What follows belongs to an exercise in optimizing a design on an open flow for small area; a production flow would make more cautious choices. Function was checked by simulation only, so behaviour that the tests miss may differ from the original. Power is estimated from default activity; no workload was simulated.

[config.mk]
export PLATFORM = sky130hd
export DESIGN_NAME = syntropy_core
export DESIGN_NICKNAME = syntropy_core
export VERILOG_FILES = /design/flow/design.v
export SDC_FILE = /design/flow/constraint.sdc
export NUM_CORES = 4
export LEC_CHECK = 0
export CAP_MARGIN = 20
export CORE_MARGIN = 2
export CORE_UTILIZATION = 40
export CTS_BUF_LIST = sky130_fd_sc_hd__clkbuf_8
export GPL_TIMING_DRIVEN = 0
export SLEW_MARGIN = 20
[constraint.sdc]
create_clock -name core_clock -period 13.0 [get_ports {clk}]
set_input_delay 2.6000 -clock core_clock [delete_from_list [all_inputs] [get_ports {clk}]]
set_output_delay 2.6000 -clock core_clock [all_outputs]
set_load 0.01 [all_outputs]
[design.v]
`timescale 1ns / 1ps
module syntropy_core (
    input wire clk,
    input wire rst_n,
    input wire [15:0] voltage_drift,
    input wire [15:0] packet_loss,
    input wire [15:0] temp_variance,
    input wire [15:0] phase_jitter,
    input wire [15:0] threshold,
    input wire enable_learning,
    input wire mesh_broadcast_en,
    output wire stable,
    output reg [15:0] flux_value,
    output reg [15:0] correction_vector,
    output reg [15:0] optimized_params,
    output wire learning_active,
    output wire mesh_broadcast_req,
    input wire [15:0] mesh_flux_in,
    input wire [15:0] mesh_correction_in,
    input wire mesh_valid_in,
    output reg [15:0] mesh_flux_out,
    output reg [15:0] mesh_correction_out,
    output wire mesh_valid_out,
    output wire [7:0] iteration_count,
    output wire [3:0] state,
    output wire error_flag
);
    localparam IDLE = 3'd0, EVAL = 3'd1, LEARN = 3'd2, CORR = 3'd3, BCAST = 3'd4, ERR = 3'd5;
    reg [2:0] cs;         
    reg [2:0] ps;         
    reg [3:0] ic;         
    reg       lflag;      
    reg [15:0] p;         
    reg [15:0] q;         
    reg [15:0] thr;
    reg        len, men;
    assign state = {1'b0, ps};
    assign iteration_count = {4'd0, ic};
    assign stable = (ps == EVAL) && (cs == IDLE);
    assign learning_active = (ps == LEARN) && (cs == LEARN);
    assign mesh_broadcast_req = (ps == BCAST);
    assign mesh_valid_out = (ps == BCAST);
    assign error_flag = (ps == ERR);
    wire in_eval  = (cs == EVAL);
    wire in_learn = (cs == LEARN);
    wire first    = (ps == EVAL);
    wire fin      = in_learn && !first && ic[3] && ic[1];
    wire iter     = in_learn && !fin;
    function automatic [23:0] rca(input [23:0] a, input [23:0] b, input ci);
        integer i;
        reg c;
        begin
            c = ci;
            for (i = 0; i < 24; i = i + 1) begin
                rca[i] = a[i] ^ b[i] ^ c;
                c = (a[i] & b[i]) | (c & (a[i] ^ b[i]));
            end
        end
    endfunction
    function automatic [23:0] csa_s(input [23:0] a, input [23:0] b, input [23:0] c);
        csa_s = a ^ b ^ c;
    endfunction
    function automatic [23:0] csa_c(input [23:0] a, input [23:0] b, input [23:0] c);
        csa_c = ((a & b) | (a & c) | (b & c)) << 1;
    endfunction
    function automatic [4:0] ceil25(input [6:0] b);
        case (b)
            7'd0: ceil25 = 5'd0;
            7'd1: ceil25 = 5'd1;
            7'd2: ceil25 = 5'd1;
            7'd3: ceil25 = 5'd1;
            7'd4: ceil25 = 5'd1;
            7'd5: ceil25 = 5'd1;
            7'd6: ceil25 = 5'd2;
            7'd7: ceil25 = 5'd2;
            7'd8: ceil25 = 5'd2;
            7'd9: ceil25 = 5'd2;
            7'd10: ceil25 = 5'd2;
            7'd11: ceil25 = 5'd3;
            7'd12: ceil25 = 5'd3;
            7'd13: ceil25 = 5'd3;
            7'd14: ceil25 = 5'd3;
            7'd15: ceil25 = 5'd3;
            7'd16: ceil25 = 5'd4;
            7'd17: ceil25 = 5'd4;
            7'd18: ceil25 = 5'd4;
            7'd19: ceil25 = 5'd4;
            7'd20: ceil25 = 5'd4;
            7'd21: ceil25 = 5'd5;
            7'd22: ceil25 = 5'd5;
            7'd23: ceil25 = 5'd5;
            7'd24: ceil25 = 5'd5;
            7'd25: ceil25 = 5'd5;
            7'd26: ceil25 = 5'd6;
            7'd27: ceil25 = 5'd6;
            7'd28: ceil25 = 5'd6;
            7'd29: ceil25 = 5'd6;
            7'd30: ceil25 = 5'd6;
            7'd31: ceil25 = 5'd7;
            7'd32: ceil25 = 5'd7;
            7'd33: ceil25 = 5'd7;
            7'd34: ceil25 = 5'd7;
            7'd35: ceil25 = 5'd7;
            7'd36: ceil25 = 5'd8;
            7'd37: ceil25 = 5'd8;
            7'd38: ceil25 = 5'd8;
            7'd39: ceil25 = 5'd8;
            7'd40: ceil25 = 5'd8;
            7'd41: ceil25 = 5'd9;
            7'd42: ceil25 = 5'd9;
            7'd43: ceil25 = 5'd9;
            7'd44: ceil25 = 5'd9;
            7'd45: ceil25 = 5'd9;
            7'd46: ceil25 = 5'd9;
            7'd47: ceil25 = 5'd10;
            7'd48: ceil25 = 5'd10;
            7'd49: ceil25 = 5'd10;
            7'd50: ceil25 = 5'd10;
            7'd51: ceil25 = 5'd10;
            7'd52: ceil25 = 5'd11;
            7'd53: ceil25 = 5'd11;
            7'd54: ceil25 = 5'd11;
            7'd55: ceil25 = 5'd11;
            7'd56: ceil25 = 5'd11;
            7'd57: ceil25 = 5'd12;
            7'd58: ceil25 = 5'd12;
            7'd59: ceil25 = 5'd12;
            7'd60: ceil25 = 5'd12;
            7'd61: ceil25 = 5'd12;
            7'd62: ceil25 = 5'd13;
            7'd63: ceil25 = 5'd13;
            7'd64: ceil25 = 5'd13;
            7'd65: ceil25 = 5'd13;
            7'd66: ceil25 = 5'd13;
            7'd67: ceil25 = 5'd14;
            7'd68: ceil25 = 5'd14;
            7'd69: ceil25 = 5'd14;
            7'd70: ceil25 = 5'd14;
            7'd71: ceil25 = 5'd14;
            7'd72: ceil25 = 5'd15;
            7'd73: ceil25 = 5'd15;
            7'd74: ceil25 = 5'd15;
            7'd75: ceil25 = 5'd15;
            7'd76: ceil25 = 5'd15;
            7'd77: ceil25 = 5'd16;
            7'd78: ceil25 = 5'd16;
            7'd79: ceil25 = 5'd16;
            7'd80: ceil25 = 5'd16;
            7'd81: ceil25 = 5'd16;
            7'd82: ceil25 = 5'd17;
            7'd83: ceil25 = 5'd17;
            7'd84: ceil25 = 5'd17;
            7'd85: ceil25 = 5'd17;
            7'd86: ceil25 = 5'd17;
            7'd87: ceil25 = 5'd17;
            7'd88: ceil25 = 5'd18;
            7'd89: ceil25 = 5'd18;
            7'd90: ceil25 = 5'd18;
            7'd91: ceil25 = 5'd18;
            7'd92: ceil25 = 5'd18;
            7'd93: ceil25 = 5'd19;
            7'd94: ceil25 = 5'd19;
            7'd95: ceil25 = 5'd19;
            7'd96: ceil25 = 5'd19;
            7'd97: ceil25 = 5'd19;
            7'd98: ceil25 = 5'd20;
            7'd99: ceil25 = 5'd20;
            7'd100: ceil25 = 5'd20;
            7'd101: ceil25 = 5'd20;
            7'd102: ceil25 = 5'd20;
            7'd103: ceil25 = 5'd21;
            7'd104: ceil25 = 5'd21;
            7'd105: ceil25 = 5'd21;
            7'd106: ceil25 = 5'd21;
            7'd107: ceil25 = 5'd21;
            7'd108: ceil25 = 5'd22;
            7'd109: ceil25 = 5'd22;
            7'd110: ceil25 = 5'd22;
            7'd111: ceil25 = 5'd22;
            7'd112: ceil25 = 5'd22;
            7'd113: ceil25 = 5'd23;
            7'd114: ceil25 = 5'd23;
            7'd115: ceil25 = 5'd23;
            7'd116: ceil25 = 5'd23;
            7'd117: ceil25 = 5'd23;
            7'd118: ceil25 = 5'd24;
            7'd119: ceil25 = 5'd24;
            7'd120: ceil25 = 5'd24;
            7'd121: ceil25 = 5'd24;
            7'd122: ceil25 = 5'd24;
            7'd123: ceil25 = 5'd25;
            7'd124: ceil25 = 5'd25;
            7'd125: ceil25 = 5'd25;
            7'd126: ceil25 = 5'd25;
            7'd127: ceil25 = 5'd25;
            default: ceil25 = 5'd0;
        endcase
    endfunction
    wire [15:0] th = {8'd0, temp_variance[15:8]};
    wire [15:0] s1 = csa_s(voltage_drift, packet_loss, phase_jitter);
    wire [15:0] c1 = csa_c(voltage_drift, packet_loss, phase_jitter);
    wire [15:0] s2 = csa_s(s1, c1, th);
    wire [15:0] c2 = csa_c(s1, c1, th);
    wire [15:0] ssum = rca(s2, c2, 1'b0);
    wire [15:0] flux_calc = rca(~ssum, 16'h0100, 1'b1);      
    wire [16:0] ev = rca({1'b0, thr}, {1'b1, ~flux_calc}, 1'b1);
    wire stable_c = ev[16] | (ev[15:0] == 16'd0);            
    wire [15:0] qx = fin ? q : {8'd0, q[15:8]};
    wire [15:0] s3 = csa_s(p, {p[14:0], 1'b0}, qx);
    wire [15:0] c3 = csa_c(p, {p[14:0], 1'b0}, qx);
    wire [15:0] x  = rca(s3, c3, 1'b0);
    wire [15:0] fl = rca(~x, 16'h0100, 1'b1);                
    wire [15:0] f  = lflag ? fl : flux_value;                
    wire [16:0] e = rca({1'b0, thr}, {1'b1, ~f}, 1'b1);
    wire [9:0]  a  = e[16:7];
    wire [6:0]  b  = e[6:0];
    wire        nz = |b;
    wire [14:0] as = {{5{a[9]}}, a};
    wire [14:0] s4 = csa_s(as, {as[11:0], 3'd0}, {as[10:0], 4'd0});
    wire [14:0] c4 = csa_c(as, {as[11:0], 3'd0}, {as[10:0], 4'd0});
    wire [14:0] y  = rca(s4, c4, 1'b0);                      
    wire [4:0]  cb = ceil25(b);
    wire [15:0] ys = {y[14], y};
    wire [15:0] s5 = csa_s(p, ys, {11'd0, cb});
    wire [15:0] c5 = csa_c(p, ys, {11'd0, cb});
    wire [15:0] pu = rca(s5, c5, 1'b0);
    wire ylo_nz = |y[7:0];
    wire ylo_hi = y[7] & y[6] & y[5] & (y[4] | y[3]);        
    wire cadd   = nz ? ylo_hi : ylo_nz;
    wire [7:0] qn  = rca({1'b0, q[6:0]}, 8'd0, nz);            
    wire [7:0] ql  = rca({1'b0, qn[6:0]}, {1'b0, y[14:8]}, cadd);
    wire qinc = (qn[7] ^ ql[7]) ? ~y[14] : (qn[7] & y[14]);
    wire qdec = ~qn[7] & ~ql[7] & y[14];
    wire [8:0] qh = q[15:7];
    reg  [8:0] qh_new;
    integer k;
    always @* begin
        for (k = 0; k < 9; k = k + 1)
            qh_new[k] = qh[k] ^ ((qinc & ((qh & ((9'd1 << k) - 9'd1)) == ((9'd1 << k) - 9'd1))) |
                                 (qdec & ((qh & ((9'd1 << k) - 9'd1)) == 9'd0)));
    end
    wire [15:0] qu = {qh_new, ql[6:0]};
    wire ovf = flux_calc[15] | pu[15] | qu[15];
    always @(posedge clk) begin
        thr <= threshold;
        len <= enable_learning;
        men <= mesh_broadcast_en;
    end
    always @(posedge clk or negedge rst_n) begin
        if (!rst_n) begin
            cs <= IDLE;
            ps <= IDLE;
            ic <= 4'd0;
            lflag <= 1'b0;
            p <= 16'd0;
            q <= 16'd0;
            flux_value <= 16'd0;
            correction_vector <= 16'd0;
            optimized_params <= 16'd0;
            mesh_flux_out <= 16'd0;
            mesh_correction_out <= 16'd0;
        end else begin
            ps <= cs;
            case (cs)
                IDLE: cs <= ovf ? ERR : EVAL;
                EVAL: cs <= stable_c ? IDLE : (len ? LEARN : CORR);
                LEARN: if (fin) cs <= CORR;
                CORR: cs <= BCAST;
                BCAST: cs <= IDLE;
                ERR: cs <= ERR;
                default: cs <= IDLE;
            endcase
            if (in_eval) begin
                flux_value <= flux_calc;
                lflag <= 1'b0;
                correction_vector <= ev[16] ? 16'd0 : ev[15:0];
            end
            if (iter) begin
                p <= pu;
                q <= qu;
                lflag <= 1'b1;
                ic <= first ? 4'd1 : ic + 4'd1;
            end
            if (fin) optimized_params <= x;
            if (cs == CORR && men && mesh_valid_in) correction_vector <= mesh_correction_in;
            if (cs == BCAST) begin
                mesh_flux_out <= f;
                mesh_correction_out <= correction_vector;
            end
        end
    end
endmodule
[run.sh]
#!/bin/bash
# synth_recipe.tcl (not shown) runs the flow's synth.tcl, then flattens the netlist and writes it again
# the make line also repeats each setting of config.mk as NAME=value (left out here)
make -C /OpenROAD-flow-scripts/flow DESIGN_CONFIG=/design/flow/config.mk WORK_HOME=/design/flow/orfs CLKGATE_MAP_FILE= SYNTH_SCRIPT=/design/flow/synth_recipe.tcl finish
==> notes.md, run 1 <==
Worst Setup Start Kind: flip-flop
R2r setup slk: -50 ps
I/O pin count: 214
Critical Path RT: 13350 ps
RSZ-0062 raised after global routing: true
Slew Viols, Final: 0
Worst Setup End Kind: flip-flop
Hold Path End: ps[0]
Commonest non-fill, non-tap cell in the layout: clkdlybuf4s50_1
RR Startpoint: cs[0]
Final Hold Viols: 0
Largest area contributor in the netlist: dfrtp_1
WHS: 477 ps
Top cells by area, synth: dfrtp_1 30%, fa_1 25%, ha_1 7.9%, inv_1 5.9%, mux2_2 5.0%
Number of global-route vias before repair: 7832
Port-buffer cells: 184
CP peak stage delay: 570 ps
Cell count after synthesis: 966
Max cap viols: 0
Routed WL per cell: 17.4 um
Peak supply drop: 0.0000980 V
DR vias: 7530
Int Power: 0.838 mW
Crit path max fanout: 5
Dpl ws: -987 ps
Global route hottest layer: met2
Crit path kind: flip-flop to flip-flop
Setup Viol. Count Final: 3
First DRT Iteration DRCs: 350
Synth cell types: 62
Ant diodes: 0
Sw Ratio: 38.0%
Total CTS buffers: 17
Flop pwr share: 32.8%
Clock network latency to the later pin of the worst-skew pair: 460 ps
Gr ovfl total: 0
CP Data Arrival Time: 13400 ps
Status: failed layout checks
Seq/Total Area, Yosys: 33.2%
Global-route wire length before repair: 42300 um
GRT Total Usage: 20.5%
Layout cells sized above 1: 16.3%
Tightest Pin Transition: 897 ps
Hold path cells: 0
Detailed Route WL: 26700 um
Min-Delay Path Class: flip-flop to flip-flop
Root buffer cell: clkbuf_8
CP max-delay cell: fa_2
Post-synth top flop: dfrtp_1
DRC viols: 0
Min-delay src: cs[0]
Mapped Area: 10400 um^2
Most frequent cells in the layout: 183 x clkdlybuf4s50_1, 154 x inv_1, 121 x dfrtp_1, 94 x fa_1, 90 x nand2_1
GP Congestion: 0.872
Die span in x: 165 um
Clock power share: 25.7%
R2R cell count: 50
Combinational share of power: 41.5%
CTS tree: built
Via density per instance: 4.90
Met1 usage: 29.0%
Final period util: 100%
CTS clk-pin slew, worst paths: 90 ps
Ys async rst share: 87.2%
Crit path depth: 50
Clock sinks: 141
H-Tree Level Count: 4
Worst path most repeated cell: fa_2
Synth Register Bits: 141
DRT Pass-1 Iters: 4
Initial Util: 40.9%
Layout Nets: 1502
FP Rows: 58
Synth top area share: 29.7%
DIE AREA: 27200 um^2
R2R Path End: q[14]
Pin count of the biggest net entering global routing: 63
Die Y: 165 um
Clk_skew: 12.6 ps
Antenna violations before repair: 0
LEAKAGE: 6.04 nW
Core Area: 25300 um^2
Fmax: 76.6 MHz
Worst path top cell family by delay: adder cells
SO Viols: setup timing
ANT nets after route: 0
Met3 usage in global routing: 3.21%
Global Route met2 Usage: 33.2%
Syn_area_per_cell: 10.7 um^2
Psw: 0.513 mW
Hold-fix buffers at CTS: 0
Hpwl dp: 21500 um
Pwr/cell area: 101 nW/um^2
CTS Buffer Depth: 2
Setup WS post-layout: -53.5 ps
Post-synth EDFFs: 0
Fin crit period: 13050 ps
Area growth syn-to-layout: 29.6%
Yosys warns: 1
Slew HR: 39.8%
CP Buf/Inv Count: 9
==> worst register-to-register path: cells and delay by family, from the launching register on <==
kind / cells / cell delay (ps)
fa+ha+maj: 27 / 9280
simple gates: 8 / 1470
buf+inv: 9 / 610
xor+xnor: 3 / 520
compound gates: 2 / 500
flops: 1 / 460
mux: 1 / 130
==> synthesized netlist by cell type (2+ instances only) <==
library cell    n
nand4_1         2
a21oi_1        37
xor2_1         11
nor2_1         45
nor3b_2         2
a22o_1          2
fa_1          127
or3_1           2
nor3b_1         5
maj3_1          3
inv_1         164
o221ai_1        5
buf_4           8
or3b_1          2
mux2_2         46
a32oi_1         2
and2_1          7
mux2i_1        11
a221o_1        14
xnor2_1        27
o21ai_0        42
nand2_1        93
clkbuf_1       24
a21o_1          3
dfxtp_1        18
nor2b_1         6
ha_1           65
buf_2           7
nor3_1          7
or2_2           3
nand4b_1        2
a31oi_1         4
dfrtp_1       123
nand3_1        11
nand2b_1        5
nor4_1          5
==> layout make-up <==
cell class,count,area [um^2]
fillers,2287,11900
multi-input cells,624,6360
flip-flops and latches,141,3440
repair buffers,207,2040
inverters,164,619
well taps,330,413
clock buffers,18,248
plain buffers,38,185
clock inverters,14,125
==> through the flow <==
step           util, %  cell area (um^2)  total power [mW]  cells  setup TNS (ps)
5_1_grt           53.0             13400              1.45   1536           -1810
3_5_place_dp      50.3             12700              1.01   1485           -6930
4_1_cts           52.7             13300              1.37   1529           -1110
3_3_place_gp      50.2             12700             0.997   1484           -6190
2_1_floorplan        -             10500             0.820    970               0
6_report          53.0             13400              1.35   1536            -109
==> cells by family (layout without fill, tap and decap cells) <==
family	after synthesis	in the layout	share of synthesized area, %
flops	141	141	33.2
fa+ha+maj	195	195	32.7
compound gates	124	124	7.67
xor+xnor	38	38	3.21
mux	57	57	6.06
buf+inv	205	441	7.87
simple gates	205	205	9.28
other cells	1	5	0.0362
==> power by group through the flow <==
| stage | registers (mW) | clock network [mW] | logic (mW) |
|---|---|---|---|
| floorplan | 0.451 | 0 | 0.369 |
| global placement | 0.451 | 0 | 0.546 |
| detailed placement | 0.451 | 0 | 0.556 |
| CTS | 0.442 | 0.353 | 0.570 |
| global route | 0.443 | 0.371 | 0.637 |
| finish | 0.442 | 0.348 | 0.560 |
==> routing by layer <==
layer  vias up  routed length (um)
li1       3551                   -
met1      3764               12200
met2       193               13000
met3        22                1200
met4         0                 290
met5         -                   0
==> flip-flops by register name, summed over array words and instances (netlist names) <==
| name | flops |
|---|---|
| correction_vector | 16 |
| cs | 3 |
| flux_value | 16 |
| ic | 4 |
| len | 1 |
| lflag | 1 |
| men | 1 |
| mesh_correction_out | 16 |
| mesh_flux_out | 16 |
| optimized_params | 16 |
| p | 16 |
| ps | 3 |
| q | 16 |
| thr | 16 |
==> worst max-delay path by stage <==
stage / endpoint / start / slack (ps)
floorplan: cs[2] / cs[2] / 20
global placement: cs[2] / cs[1] / -950
detailed placement: cs[2] / cs[1] / -990
CTS: cs[2] / cs[2] / -340
global route: q[14] / cs[0] / -370
finish: q[14] / cs[0] / -50
==> timing repair <==
item,CTS,global route
setup buffers,13,9
pin swaps,24,19
gates resized for setup,38,11
cloned,0,0
hold endpoints to repair,0,0
endpoints found under the setup margin,12,12
==> run 2: changes to the inputs <==
--- a/config.mk
+++ b/config.mk
@@ -9,5 +9,3 @@
 export CORE_MARGIN = 2
 export CORE_UTILIZATION = 40
-export CTS_BUF_LIST = sky130_fd_sc_hd__clkbuf_8
-export GPL_TIMING_DRIVEN = 0
 export SLEW_MARGIN = 20
==> notes.md, run 2 <==
Ant diodes: 0
Number of global-route vias before repair: 7818
Slew Viols, Final: 0
Count leader, synth: inv_1
Crit path max fanout: 4
Compound-Gate Fraction of Synth Area: 7.67%
CTS clk-pin slew, worst paths: 70 ps
Area growth syn-to-layout: 33.0%
Worst Setup End Kind: flip-flop
Crit path kind: flip-flop to flip-flop
Setup Viol. Count Final: 0
Fin cells: 1544
CTS tree: built
Yosys warns: 1
Worst path most repeated cell: fa_2
Most frequent cells in the layout: 183 x clkdlybuf4s50_1, 155 x inv_1, 123 x dfrtp_1, 92 x fa_1, 91 x nand2_1
Post-synthesis mux area share: 6.06%
Fin crit period: 12760 ps
Dpl ws: -186 ps
CP max-delay cell: fa_2
Gr ovfl total: 0
Post-synth top flop: dfrtp_1
FP Rows: 58
Cell count after synthesis: 966
Setup WS post-layout: 235 ps
GP Congestion: 0.825
Ys async rst share: 87.2%
Layout cells sized above 1: 18.6%
Clock sinks: 141
Commonest non-fill, non-tap cell in the layout: clkdlybuf4s50_1
Synth top area share: 29.7%
Hpwl dp: 20200 um
Post-synthesis adder-cell area fraction: 32.7%
Largest family of logic cells by synthesized area: adder cells
Post-Synth XOR/XNOR Area: 3.21%
Top cells by area, synth: dfrtp_1 30%, fa_1 25%, ha_1 7.9%, inv_1 5.9%, mux2_2 5.0%
First DRT Iteration DRCs: 461
Die Y: 165 um
Overall Power: 1.51 mW
CTS Buffer Depth: 2
Peak supply drop: 0.0000986 V
Core Area: 25300 um^2
ANT nets after route: 0
Critical Path RT: 13300 ps
Final period util: 98.2%
Routed WL per cell: 16.5 um
Final Hold Viols: 0
Status: no timing/DRC/antenna violations
Clk_skew: 12.9 ps
I/O pin count: 214
Detailed Route WL: 25500 um
Antenna violations before repair: 0
Layout Nets: 1510
Inst Count DP: 1504
DRT Pass-1 Iters: 5
DR vias: 7431
DR WL met3: 910 um
DR WL met2: 12800 um
FILL cells: 2234
Fin area: 13800 um^2
DR top layer: met4
Fin util: 54.4%
Die span in x: 165 um
Port-buffer cells: 184
Post-synthesis simple-gate area fraction: 9.28%
Fmax: 78.3 MHz
Synth cell types: 62
Setup TNS: 0 ps
CP peak stage delay: 570 ps
H-Tree Level Count: 4
M1 WL: 11500 um
Hold-fix buffers at CTS: 0
GRT Total Usage: 19.9%
Syn_area_per_cell: 10.7 um^2
WHS: 478 ps
Worst Setup Start Kind: flip-flop
Min-Delay Path Class: flip-flop to flip-flop
RSZ-0062 raised after global routing: true
Initial Util: 40.9%
Slew HR: 37.5%
Total CTS buffers: 17
Root buffer cell: clkbuf_16
Commonest cells in the netlist: 164 x inv_1, 127 x fa_1, 123 x dfrtp_1, 93 x nand2_1, 65 x ha_1
DRC viols: 0
Post-DP Area: 13000 um^2
Post-synth EDFFs: 0
LEAKAGE: 6.25 nW
DIE AREA: 27200 um^2
Global-route wire length before repair: 41400 um
CP Data Arrival Time: 13070 ps
Pin count of the biggest net entering global routing: 70
Max cap viols: 0
Tightest Pin Transition: 937 ps
Via density per instance: 4.81
Mapped Area: 10400 um^2
Synth Register Bits: 141
Largest area contributor in the netlist: dfrtp_1
Pwr/cell area: 110 nW/um^2
Seq/Total Area, Yosys: 33.2%
Clock network latency to the later pin of the worst-skew pair: 430 ps
run 2: path summary, 6_finish.rpt:
check / startpoint / endpoint / slack (ps) / depth (start not counted)
hold / removal: optimized_params[15] / optimized_params[15] / 480 / 2
hold reg to reg: optimized_params[15] / optimized_params[15] / 480 / 2
min in group asynchronous: rst_n / optimized_params[15] / 2240 / 1
max in group asynchronous: rst_n / optimized_params[0] / 9330 / 2
setup reg to reg: cs[0] / cs[2] / 240 / 46
setup / recovery: cs[0] / cs[2] / 240 / 46
run 2: layout make-up:
cell class	count	area [um^2]	share of cell area (%)
clock buffer	18	439	3.19
clock inverter	14	148	1.07
inverter	164	616	4.47
multi-input combinational	624	6370	46.2
sequential	141	3440	25.0
tap	330	413	3.00
timing repair buffer	253	2360	17.1
run 2: logic make-up after synthesis:
family,Yosys count
AO/OA/AOI/OAI,124
XOR/XNOR,38
adder cells (fa/ha/maj),195
buffers and inverters,205
flip-flops,141
multiplexers,57
other,1
AND/OR/NAND/NOR,205
run 2: worst max-delay path: cells and delay by family, from the launching register on:
kind / cells / cell delay [ps]
DFF: 1 / 380
xor gates and xnor gates: 3 / 460
AOI/OAI and AO/OA: 3 / 710
and+or+nand+nor: 6 / 1190
adders and majority gates: 27 / 9230
muxes: 1 / 270
buffers and inverters: 6 / 370
run 2: routing by layer:
| metal | track usage, % | vias to the layer above |
|---|---|---|
| met5 | 0 | - |
| met4 | 4.98 | 0 |
| met3 | 3.47 | 22 |
| met2 | 33.1 | 148 |
| met1 | 27.2 | 3691 |
| li1 | - | 3570 |
run 2: where the power goes:
| part | internal, mW | leakage [nW] | total [mW] | switching [mW] |
|---|---|---|---|---|
| combinational | 0.261 | 4.13 | 0.575 | 0.313 |
| clock | 0.276 | 0.281 | 0.495 | 0.219 |
| sequential | 0.441 | 1.84 | 0.443 | 0.00202 |
run 2: what timing repair did:
action                                  4_1_cts  5_1_grt
endpoints found under the setup margin        4        9
resized for setup                            11       32
hold endpoints to repair                      0        0
pin swaps                                     8       18
buffers inserted                              5        4
==> run 3: changes to the inputs <==
==> flow/run.sh (new file) <==
#!/bin/bash
set -euo pipefail
bash standard.sh synth > synth.log 2>&1
bash standard.sh 'BUFFER_PORTS_ARGS=-buffer_cell sky130_fd_sc_hd__buf_1' finish > layout.log 2>&1
==> standard.sh (new file) <==
#!/bin/bash
# synth_recipe.tcl (not shown) runs the flow's synth.tcl, then flattens the netlist and writes it again
# the make line also repeats each setting of config.mk as NAME=value (left out here)
make -C /OpenROAD-flow-scripts/flow DESIGN_CONFIG=/design/flow/config.mk WORK_HOME=/design/flow/orfs CLKGATE_MAP_FILE= SYNTH_SCRIPT=/design/flow/synth_recipe.tcl "${@:-finish}"
removed: run.sh
==> notes.md, run 3 <==
Final period util: 98.8%
Min-Delay Path Class: flip-flop to flip-flop
Commonest cells in the netlist: 164 x inv_1, 127 x fa_1, 123 x dfrtp_1, 93 x nand2_1, 65 x ha_1
Seq/Total Area, Yosys: 33.2%
Yosys warns: 1
Global-route wire length before repair: 40200 um
First DRT Iteration DRCs: 403
Count leader, synth: inv_1
Setup WS post-layout: 152 ps
FP Rows: 58
Root buffer cell: clkbuf_16
Post-DP Area: 11800 um^2
Slew HR: 35.6%
Initial Util: 40.9%
Fmax: 77.8 MHz
Area growth syn-to-layout: 21.9%
Antenna violations before repair: 0
Tightest Pin Transition: 967 ps
CTS clk-pin slew, worst paths: 60 ps
CP max-delay cell: fa_2
Mapped Area: 10400 um^2
Via density per instance: 4.87
Layout Nets: 1508
DIE AREA: 27200 um^2
Die span in x: 165 um
Max cap viols: 0
H-Tree Level Count: 4
CTS Buffer Depth: 2
Total CTS buffers: 17
Crit path max fanout: 4
Top cells by area, synth: dfrtp_1 30%, fa_1 25%, ha_1 7.9%, inv_1 5.9%, mux2_2 5.0%
CP peak stage delay: 570 ps
Ys async rst share: 87.2%
Port-buffer cells: 184
I/O pin count: 214
Cell count after synthesis: 966
WHS: 468 ps
DRC viols: 0
Setup TNS: 0 ps
CTS tree: built
Critical Path RT: 13310 ps
Worst Setup Start Kind: flip-flop
Hpwl dp: 19700 um
CP Data Arrival Time: 13160 ps
Post-synth top flop: dfrtp_1
Clock network latency to the later pin of the worst-skew pair: 440 ps
Largest area contributor in the netlist: dfrtp_1
RSZ-0062 raised after global routing: true
Fin crit period: 12850 ps
Fin cells: 1542
Gr ovfl total: 0
Fin util: 49.9%
Pwr/cell area: 120 nW/um^2
GRT Total Usage: 19.4%
Overall Power: 1.51 mW
Pin count of the biggest net entering global routing: 75
Synth Register Bits: 141
Hold-fix buffers at CTS: 0
Synth cell types: 62
Worst path most repeated cell: fa_2
Commonest non-fill, non-tap cell in the layout: buf_1
Ant diodes: 0
Post-synth EDFFs: 0
Peak supply drop: 0.0000964 V
Layout cells sized above 1: 18.3%
Synth top area share: 29.7%
Setup Viol. Count Final: 0
Fin area: 12600 um^2
GP Congestion: 0.856
LEAKAGE: 5.80 nW
Number of global-route vias before repair: 7584
Syn_area_per_cell: 10.7 um^2
Most frequent cells in the layout: 183 x buf_1, 156 x inv_1, 123 x dfrtp_1, 93 x fa_1, 91 x nand2_1
Slew Viols, Final: 0
Routed WL per cell: 16.2 um
Worst Setup End Kind: flip-flop
Inst Count DP: 1502
Clk_skew: 12.5 ps
ANT nets after route: 0
Final Hold Viols: 0
Dpl ws: -207 ps
Detailed Route WL: 25000 um
Core Area: 25300 um^2
Die Y: 165 um
Crit path kind: flip-flop to flip-flop
Clock sinks: 141
DR vias: 7512
DRT Pass-1 Iters: 5
Status: no timing/DRC/antenna violations
-- run 3: changes by cell type in the layout (fill, tap and decap cells not counted), sizes merged --
cell           delta
inv               -4
clkbuf            +1
buf             +180
clkinv            +4
clkinvlp          -2
bufinv            +2
clkdlybuf4s50   -183
-- run 3: final timing paths --
| kind | start | end | slack, ps | cells past startpoint |
|---|---|---|---|---|
| max in group asynchronous | rst_n | flux_value[6] | 9250 | 2 |
| hold reg to reg | optimized_params[15] | optimized_params[15] | 470 | 2 |
| setup / recovery | cs[0] | cs[2] | 150 | 46 |
| setup reg to reg | cs[0] | cs[2] | 150 | 46 |
| hold / removal | optimized_params[15] | optimized_params[15] | 470 | 2 |
| min in group asynchronous | rst_n | optimized_params[9] | 2240 | 1 |
-- run 3: logic make-up after synthesis --
| logic type | share of synthesized area [%] |
|---|---|
| AO/OA/AOI/OAI | 7.67 |
| AND/OR/NAND/NOR | 9.28 |
| XOR/XNOR | 3.21 |
| other | 0.0362 |
| flip-flops | 33.2 |
| adder cells (fa/ha/maj) | 32.7 |
| multiplexers | 6.06 |
| buffers and inverters | 7.87 |
-- run 3: power by group --
| part | internal (mW) | switching [mW] |
|---|---|---|
| clock | 0.306 | 0.210 |
| sequential | 0.441 | 0.00204 |
| combinational | 0.242 | 0.311 |
-- run 3: timing repair --
action / 4_1_cts / 5_1_grt
setup buffers: 3 / 5
pin swaps: 12 / 16
endpoints found under the setup margin: 4 / 11
resized for setup: 15 / 25
-- run 3: cell type report --
| class | count | area (um^2) |
|---|---|---|
| multi-input combinational | 624 | 6360 |
| timing repair buffer | 251 | 1200 |
| tap | 330 | 413 |
| fill | 2310 | 12700 |
| clock buffer | 18 | 429 |
| inverter | 164 | 616 |
| sequential | 141 | 3440 |
| clock inverter | 14 | 181 |
-- run 3: metal layers --
| layer | GRT usage (%) | wire, um | vias to the layer above |
|---|---|---|---|
| met5 | 0 | 0 | - |
| met4 | 5.38 | 425 | 0 |
| met3 | 3.11 | 1150 | 29 |
| met2 | 32.4 | 12500 | 195 |
| met1 | 26.3 | 10900 | 3725 |
| li1 | - | - | 3563 |
-- run 3: critical path: cells and delay by family (launching register included) --
family                     cells  cell delay, ps
adders and majority gates     27            9280
and+or+nand+nor                6            1210
AOI/OAI and AO/OA              3             730
xor gates and xnor gates       3             510
DFF                            1             380
buffers and inverters          6             370
muxes                          1             270

-- afterwards: timing with drivers on the ports --
No port has a modelled driver above. Below, the same layouts with a new extraction and two added sets of constraints.
Step 1, drivers: a clkbuf_16 drives clk and a buf_2 each remaining input, both assumed.
Step 2 adds t to the input delays and takes it off the output delays; t is the mean of the earliest and latest rising clock arrival at the registers after step 1. Input paths then give back, and output paths get back, about the clock's delay inside the block.
Three values: ideal, step 1, step 2; two values: the first two.
run	t, ns	slack for setup (ns)	worst hold slack (ns)	latest minus earliest clock arrival (ns)	cell pins on the clock port's net
run 1	0.493	-0.054 / -0.054 / -0.054	0.477 / 0.477 / 0.477	0.014 / 0.014	1
run 2	0.471	0.235 / 0.235 / 0.235	0.478 / 0.478 / 0.478	0.014 / 0.014	1
run 3	0.476	0.152 / 0.152 / 0.152	0.468 / 0.468 / 0.468	0.013 / 0.012	1
